From an optimization exercise on the open Yosys and OpenROAD flow, aimed at a short achievable clock period and few clock cycles; shortcuts taken in it are not production practice. No functional check of the RTL was part of this run. No activity file was given, so power comes from the tool's default toggle rates.

$ cat flow/config.mk
export PLATFORM = sky130hd
export DESIGN_NAME = SingleCycleMIPS
export DESIGN_NICKNAME = SingleCycleMIPS
export VERILOG_FILES = /design/flow/design.v
export SDC_FILE = /design/flow/constraint.sdc
export NUM_CORES = 8
export LEC_CHECK = 0
export CAP_MARGIN = 40
export CORE_MARGIN = 2
export CORE_UTILIZATION = 60
export PLACE_DENSITY = 0.7
export SETUP_SLACK_MARGIN = 5
export SLEW_MARGIN = 40
$ cat flow/constraint.sdc
create_clock -name core_clock -period 9.0 [get_ports {clk}]
set_input_delay 1.8000 -clock core_clock [delete_from_list [all_inputs] [get_ports {clk}]]
set_output_delay 1.8000 -clock core_clock [all_outputs]
set_load 0.01 [all_outputs]
$ cat flow/design.v
module Register(
    clk,
    rst_n,
    read_reg_1,
    read_reg_2,
    write_reg,
    write_data,
    read_data_1,
    read_data_2,
    offset,
    addr_1
);
input         clk;
input         rst_n;
input  [4:0]  read_reg_1;
input  [4:0]  read_reg_2;
input  [4:0]  write_reg;      
input  [31:0] write_data;
output [31:0] read_data_1;
output [31:0] read_data_2;
input  [8:0]  offset;
output [6:0]  addr_1;     
reg  [31:0] rf [1:31];
wire [31:0] rv [0:31];
wire [8:0]  rs [0:31];
assign rv[0] = 32'd0;
assign rs[0] = offset;
genvar g;
generate
    for (g = 1; g < 32; g = g + 1) begin : regs
        assign rv[g] = rf[g];
        KSAdd #(.W(9)) oadd(.a(rf[g][8:0]), .b(offset), .cin(1'b0), .s(rs[g]));
        always @(posedge clk) begin
            if (~rst_n)
                rf[g] <= 32'd0;
            else if (write_reg == g)
                rf[g] <= write_data;
        end
    end
endgenerate
assign read_data_1 = rv[read_reg_1];
assign read_data_2 = rv[read_reg_2];
wire   [8:0] sel_sum = rs[read_reg_1];
assign addr_1      = sel_sum[8:2];
endmodule
module Control(
    instr,
    op_add,
    op_sub,
    op_and,
    op_or,
    op_slt,
    op_sll,
    op_srl,
    op_imm,
    op_link,
    is_lw,
    is_sw,
    is_beq,
    is_bne,
    is_j,
    is_jal,
    is_jr,
    use_rs,
    use_rt,
    dst
);
input  [31:0] instr;
output op_add, op_sub, op_and, op_or, op_slt, op_sll, op_srl, op_imm, op_link;
output is_lw, is_sw, is_beq, is_bne, is_j, is_jal, is_jr;
output use_rs;       
output use_rt;       
output [4:0] dst;    
wire [5:0] opcode = instr[31:26];
wire [5:0] funct  = instr[5:0];
wire       rtype  = (opcode == 6'h00);
wire r_add = rtype & (funct == 6'h20);
wire r_sub = rtype & (funct == 6'h22);
wire r_and = rtype & (funct == 6'h24);
wire r_or  = rtype & (funct == 6'h25);
wire r_slt = rtype & (funct == 6'h2a);
wire r_sll = rtype & (funct == 6'h00);
wire r_srl = rtype & (funct == 6'h02);
wire r_jr  = rtype & (funct == 6'h08);
wire i_addi = (opcode == 6'h08);
assign is_lw   = (opcode == 6'h23);
assign is_sw   = (opcode == 6'h2b);
assign is_beq  = (opcode == 6'h04);
assign is_bne  = (opcode == 6'h05);
assign is_j    = (opcode == 6'h02);
assign is_jal  = (opcode == 6'h03);
assign is_jr   = r_jr;
assign op_add  = r_add | i_addi;
assign op_sub  = r_sub;
assign op_and  = r_and;
assign op_or   = r_or;
assign op_slt  = r_slt;
assign op_sll  = r_sll;
assign op_srl  = r_srl;
assign op_imm  = i_addi;
assign op_link = is_jal;
wire r_wr = r_add | r_sub | r_and | r_or | r_slt | r_sll | r_srl;
assign dst = is_jal ? 5'd31 :
             r_wr   ? instr[15:11] :
             (i_addi | is_lw) ? instr[20:16] : 5'd0;
assign use_rs = ~(is_j | is_jal);
assign use_rt = rtype | is_beq | is_bne;
endmodule
module ALU(
    in0,
    in1,
    shamt,
    op_add,
    op_sub,
    op_and,
    op_or,
    op_slt,
    op_sll,
    op_srl,
    op_link,
    link,
    result
);
input  [31:0] in0;
input  [31:0] in1;        
input  [4:0]  shamt;
input         op_add, op_sub, op_and, op_or, op_slt, op_sll, op_srl, op_link;
input  [31:0] link;
output [31:0] result;
wire        inv = op_sub | op_slt;
wire [31:0] sum;
KSAdd #(.W(32)) adder(.a(in0), .b(in1 ^ {32{inv}}), .cin(inv), .s(sum));
wire lt = (in0[31] ^ in1[31]) ? in0[31] : sum[31];
assign result = ({32{op_add | op_sub}} & sum)
              | ({32{op_and}}  & (in0 & in1))
              | ({32{op_or}}   & (in0 | in1))
              | ({32{op_slt}}  & {31'd0, lt})
              | ({32{op_sll}}  & (in1 << shamt))
              | ({32{op_srl}}  & (in1 >> shamt))
              | ({32{op_link}} & link);
endmodule
module KSAdd #(parameter W = 32) (
    input  [W-1:0] a,
    input  [W-1:0] b,
    input          cin,
    output [W-1:0] s
);
wire [W-1:0] p0 = a ^ b;
wire [W-1:0] g  = { a[W-1:1] & b[W-1:1], (a[0] & b[0]) | (p0[0] & cin) };
wire [W-1:0] p  = { p0[W-1:1], 1'b0 };
wire [W-1:0] gl [0:5];
wire [W-1:0] pl [0:5];
assign gl[0] = g;
assign pl[0] = p;
genvar l, i;
generate
    for (l = 0; l < 5; l = l + 1) begin : lv
        for (i = 0; i < W; i = i + 1) begin : bt
            if (i >= (1 << l)) begin : comb
                assign gl[l+1][i] = gl[l][i] | (pl[l][i] & gl[l][i - (1 << l)]);
                assign pl[l+1][i] = pl[l][i] & pl[l][i - (1 << l)];
            end else begin : pass
                assign gl[l+1][i] = gl[l][i];
                assign pl[l+1][i] = pl[l][i];
            end
        end
    end
endgenerate
assign s = p0 ^ { gl[5][W-2:0], cin };
endmodule
module IncDec #(parameter W = 20) (
    input  [W-1:0] a,
    output [W-1:0] inc,
    output [W-1:0] dec
);
genvar i;
generate
    for (i = 0; i < W; i = i + 1) begin : bt
        if (i == 0) begin : b0
            assign inc[i] = ~a[i];
            assign dec[i] = ~a[i];
        end else begin : bn
            assign inc[i] = a[i] ^ (&a[i-1:0]);
            assign dec[i] = a[i] ^ ~(|a[i-1:0]);
        end
    end
endgenerate
endmodule
module SingleCycleMIPS( 
    clk,
    rst_n,
    IR_addr,
    IR,
    ReadDataMem,
    CEN,
    WEN,
    A,
    Data2Mem,
    OEN
);
input         clk, rst_n;
input  [31:0] IR;
output [31:0] IR_addr;
input  [31:0] ReadDataMem;  
output        CEN;  
output        WEN;  
output [6:0]  A;  
output [31:0] Data2Mem;  
output        OEN;  
reg  [31:0] pc;           
reg  [31:0] ras;          
reg         e_valid;
reg  [31:0] e_a, e_b;     
reg  [4:0]  e_shamt;
reg  [31:0] e_pc4;
reg  [31:0] e_alt;        
reg         e_pt;         
reg         e_bsign;      
reg  [5:0]  e_bidx;       
reg  [4:0]  e_dst;        
reg         e_add, e_sub, e_and, e_or, e_slt, e_sll, e_srl, e_link;
reg         e_lw, e_beq, e_bne, e_jr;
reg  [31:0] w_res;        
reg  [4:0]  w_dst;        
reg         CEN_r, WEN_r, OEN_r;
reg  [6:0]  A_r;
reg  [31:0] D_r;
assign IR_addr  = pc;
assign CEN      = CEN_r;
assign WEN      = WEN_r;
assign OEN      = OEN_r;
assign A        = A_r;
assign Data2Mem = D_r;
wire [4:0]  f_rs  = IR[25:21];
wire [4:0]  f_rt  = IR[20:16];
wire [31:0] f_imm = { {16{IR[15]}}, IR[15:0] };
wire f_add, f_sub, f_and, f_or, f_slt, f_sll, f_srl, f_imm_op, f_link;
wire f_lw, f_sw, f_beq, f_bne, f_j, f_jal, f_jr, f_use_rs, f_use_rt;
wire [4:0] f_dst;
Control ctrl(
    .instr(IR),
    .op_add(f_add), .op_sub(f_sub), .op_and(f_and), .op_or(f_or),
    .op_slt(f_slt), .op_sll(f_sll), .op_srl(f_srl), .op_imm(f_imm_op),
    .op_link(f_link),
    .is_lw(f_lw), .is_sw(f_sw), .is_beq(f_beq), .is_bne(f_bne),
    .is_j(f_j), .is_jal(f_jal), .is_jr(f_jr),
    .use_rs(f_use_rs), .use_rt(f_use_rt),
    .dst(f_dst)
);
wire [31:0] f_pc4     = pc + 32'd4;
wire [31:0] f_jtarget = { f_pc4[31:28], IR[25:0], 2'b00 };
wire [10:0] bt_lo;
wire        bt_c = bt_lo[10];
wire        bt_s = IR[15];
wire [19:0] pc_hi_p1, pc_hi_m1;
KSAdd #(.W(11)) btadd(.a({1'b0, pc[11:2]}), .b({1'b0, IR[9:0]}), .cin(1'b1), .s(bt_lo));
IncDec #(.W(20)) pchi(.a(pc[31:12]), .inc(pc_hi_p1), .dec(pc_hi_m1));
wire [19:0] bt_hi_c1  = bt_s ? pc[31:12] : pc_hi_p1;
wire [19:0] bt_hi_c0  = bt_s ? pc_hi_m1  : pc[31:12];
wire [31:0] f_btarget = { (bt_c ? bt_hi_c1 : bt_hi_c0), bt_lo[9:0], pc[1:0] };
reg  [1:0]  bht [0:63];
wire        f_flip = bht[pc[7:2]][1];
wire        f_br   = f_beq | f_bne;
wire        f_pt   = f_br & (IR[15] ^ f_flip);
wire [31:0] e_res;
wire [31:0] e_val = e_lw ? ReadDataMem : e_res;
wire        fe_a  = (f_rs == e_dst) & (e_dst != 5'd0);
wire        fe_b  = (f_rt == e_dst) & (e_dst != 5'd0);
wire        fw_a  = (f_rs == w_dst) & (w_dst != 5'd0);
wire        fw_b  = (f_rt == w_dst) & (w_dst != 5'd0);
wire [31:0] rf_a, rf_b;
wire [6:0]  rf_addr;
Register mips_reg(
    .clk(clk),
    .rst_n(rst_n),
    .read_reg_1(f_rs),
    .read_reg_2(f_rt),
    .write_reg(w_dst),
    .write_data(w_res),
    .read_data_1(rf_a),
    .read_data_2(rf_b),
    .offset(IR[8:0]),
    .addr_1(rf_addr)
);
wire [31:0] f_a = fe_a ? e_val : (fw_a ? w_res : rf_a);
wire [31:0] f_b = fe_b ? e_val : (fw_b ? w_res : rf_b);
wire [8:0]  ld_sum, w_sum;
KSAdd #(.W(9)) ldadd(.a(ReadDataMem[8:0]), .b(IR[8:0]), .cin(1'b0), .s(ld_sum));
KSAdd #(.W(9)) wadd(.a(w_res[8:0]), .b(IR[8:0]), .cin(1'b0), .s(w_sum));
wire [6:0]  f_addr = fe_a ? ld_sum[8:2] : (fw_a ? w_sum[8:2] : rf_addr);
ALU alu(
    .in0(e_a),
    .in1(e_b),
    .shamt(e_shamt),
    .op_add(e_add), .op_sub(e_sub), .op_and(e_and), .op_or(e_or),
    .op_slt(e_slt), .op_sll(e_sll), .op_srl(e_srl),
    .op_link(e_link),
    .link(e_pc4),
    .result(e_res)
);
wire        e_eq     = (e_a == e_b);
wire        e_taken  = (e_beq & e_eq) | (e_bne & ~e_eq);
wire        redirect = e_valid & ( ((e_beq | e_bne) & (e_taken ^ e_pt)) |
                                   (e_jr & (e_a != e_alt)) );
wire [31:0] redir_pc = e_jr ? e_a : e_alt;
reg         u_upd, u_flip;
reg  [5:0]  u_bidx;
always @(posedge clk) begin
    u_flip <= e_taken ^ e_bsign;
    u_bidx <= e_bidx;
    u_upd  <= rst_n & e_valid & (e_beq | e_bne);
end
genvar bi;
generate
    for (bi = 0; bi < 64; bi = bi + 1) begin : bhtu
        always @(posedge clk) begin
            if (~rst_n)
                bht[bi] <= 2'b01;
            else if (u_upd & (u_bidx == bi)) begin
                if (~u_flip & (bht[bi] != 2'b00)) bht[bi] <= bht[bi] - 2'b01;
                if ( u_flip & (bht[bi] != 2'b11)) bht[bi] <= bht[bi] + 2'b01;
            end
        end
    end
endgenerate
wire        stall  = (f_lw | f_sw) & fe_a & ~e_lw;
wire        f_go   = ~redirect & ~stall;    
wire [31:0] f_other = stall         ? pc        :
                      (f_j | f_jal) ? f_jtarget :
                      f_jr          ? ras       : f_pc4;
wire        f_tbr   = f_pt & ~stall;
wire [31:0] f_next  = redirect ? redir_pc  :
                      f_tbr    ? f_btarget : f_other;
always @(posedge clk) begin
    if (~rst_n) begin
        pc      <= 32'd0;
        e_valid <= 1'b0;
        e_dst   <= 5'd0;
        e_lw    <= 1'b0;
        w_dst   <= 5'd0;
        CEN_r   <= 1'b1;
        WEN_r   <= 1'b1;
        OEN_r   <= 1'b1;
    end else begin
        pc      <= f_next;
        e_valid <= f_go;
        e_dst   <= f_go ? f_dst : 5'd0;
        e_lw    <= f_go & f_lw;
        CEN_r   <= ~(f_go & (f_lw | f_sw));
        WEN_r   <= ~(f_go & f_sw);
        OEN_r   <= ~(f_go & f_lw);
        w_dst   <= e_dst;
    end
end
always @(posedge clk) begin
    if (f_go & f_jal) ras <= f_pc4;
    e_a      <= f_a;
    e_b      <= f_imm_op ? f_imm : f_b;
    e_shamt  <= IR[10:6];
    e_pc4    <= f_pc4;
    e_alt    <= f_jr ? ras : (f_pt ? f_pc4 : f_btarget);
    e_pt     <= f_pt;
    e_bsign  <= IR[15];
    e_bidx   <= pc[7:2];
    e_add    <= f_add;
    e_sub    <= f_sub;
    e_and    <= f_and;
    e_or     <= f_or;
    e_slt    <= f_slt;
    e_sll    <= f_sll;
    e_srl    <= f_srl;
    e_link   <= f_link;
    e_beq    <= f_beq;
    e_bne    <= f_bne;
    e_jr     <= f_jr;
    if (f_lw | f_sw) A_r <= f_addr;
    if (f_sw)        D_r <= f_b;
    w_res    <= e_val;
end
endmodule
$ cat flow/flow/run.sh
#!/bin/bash
# Layout flow: the standard synthesis unchanged, then the standard ORFS
# steps with a larger setup repair margin so that repair_timing keeps
# improving paths past 5 ns of slack. Each tool's output goes to its own log.
set -euo pipefail
bash standard.sh synth > synth.log 2>&1
bash standard.sh SETUP_SLACK_MARGIN=7 TNS_END_PERCENT=100 finish > layout.log 2>&1
$ cat flow/standard.sh
#!/bin/bash
# synth_recipe.tcl (not shown) runs the flow's synth.tcl, then flattens the netlist and writes it again
# the make line also repeats each setting of config.mk as NAME=value (left out here)
make -C /OpenROAD-flow-scripts/flow DESIGN_CONFIG=/design/flow/config.mk WORK_HOME=/design/flow/orfs CLKGATE_MAP_FILE= SYNTH_SCRIPT=/design/flow/synth_recipe.tcl "${@:-finish}"
==> results.rst <==
.. list-table::
   :header-rows: 1

   * - Metric
     - Value
   * - Worst slack at placement
     - 2.79 ns
   * - Maximum number of pins on one net before global-route repair
     - 135
   * - Prevailing post-synth register cell
     - sky130_fd_sc_hd__dfxtp_1
   * - Portion of synthesized cell area occupied by the leading cell type
     - 0.309
   * - Final HPWL from detailed placement
     - 324000 um
   * - Maximum root-to-sink buffer count
     - 3
   * - Status
     - stopped before the end
   * - Sink Count
     - 1430
   * - Number of CTS-inserted buffers
     - 154
   * - Root Buffer
     - sky130_fd_sc_hd__clkbuf_16
   * - Sequential fraction of the synthesis area
     - 0.333
   * - Post-Place Cell Area
     - 0.0931 mm2
   * - Wire length of the first global-routing pass
     - 1050000 um
   * - Average cell area after synthesis
     - 7.87 um2
   * - Synthesis-stage register bit count
     - 1430
   * - Number of input and output port buffers inserted
     - 139
   * - Overall overflow remaining after global route
     - 6470
   * - Cell count after synthesis
     - 11205
   * - Post-synthesis net count
     - 11629
   * - Die height
     - 387 um
   * - Yosys synthesis warning count
     - 7
   * - Number of enable-type register cells in the synthesized netlist
     - 71
   * - Die Span X
     - 387 um
   * - Global-route total usage across every layer
     - 0.941
   * - Initial Util
     - 0.605
   * - First error in the log
     - [ERROR GRT-0116] Global routing finished with congestion. Check the congestion regions in the DRC Viewer.
   * - Number of H-tree levels
     - 4
   * - Total placed cells including tap cells
     - 12596
   * - Core Rows
     - 140
   * - Async set-reset flop share out of synthesis
     - 0
   * - Distinct cell type count of the synthesized netlist
     - 99
   * - Fail Step
     - global routing (5_1_grt)
   * - Last weighted congestion value of the routability-driven placer
     - 1.18
   * - Post-synthesis cell area
     - 0.0882 mm2
   * - Ports placed on the boundary
     - 140
   * - Post-synth top area cell
     - sky130_fd_sc_hd__dfxtp_1
   * - Vias in the first global route
     - 129020
   * - Dominant cells by area after synthesis
     - sky130_fd_sc_hd__dfxtp_1 (31%), sky130_fd_sc_hd__nand2_1 (12%), sky130_fd_sc_hd__a21boi_0 (9.0%)
-- synthesized netlist by cell type, drive strengths merged (73+ instances only) --
| cell type | n |
|---|---|
| a21boi | 1054 |
| a21o | 150 |
| a21oi | 379 |
| a22oi | 960 |
| buf | 124 |
| clkbuf | 831 |
| dfxtp | 1359 |
| ha | 356 |
| inv | 178 |
| mux2i | 121 |
| nand2 | 2717 |
| nand3 | 207 |
| nand3b | 96 |
| nand4 | 106 |
| nor2 | 510 |
| nor3 | 174 |
| o21ai | 191 |
| o221ai | 73 |
| xnor2 | 220 |
| xor2 | 128 |
-- cell families after synthesis --
family                     after synthesis  share of synthesized area
AOI/OAI and AO/OA                     3446                      0.285
xor gates and xnor gates               348                     0.0346
adders and majority gates              358                     0.0510
buffers and inverters                 1134                     0.0502
DFF                                   1430                      0.333
muxes                                  243                     0.0379
and+or+nand+nor                       4246                      0.208
-- layer usage --
metal | GRT usage | overflow
met5 | 0.679 | 97
met4 | 0.941 | 1616
met2 | 1.06 | 3501
met1 | 0.923 | 639
met3 | 0.841 | 617
-- worst max-delay path by stage --
stage	to	slack, ns	from
after floorplan	e_alt[12]	4.48	IR[0]
after global placement	A_r[5]	2.56	IR[22]
after detailed placement	e_b[14]	2.79	IR[18]
after CTS	A_r[5]	4.85	IR[1]
-- timing repair --
action | in CTS
pin swaps | 486
hold buffers | 0
setup buffers | 761
setup endpoints to repair | 1475
cloned | 189
resized for setup | 2759
-- power groups by stage --
stage	registers (mW)	clock network, mW	logic (mW)
after detailed placement	6.71	0	1.25
after floorplan	6.65	0	0.920
after global placement	6.70	0	1.21
after CTS	6.54	6.92	1.98
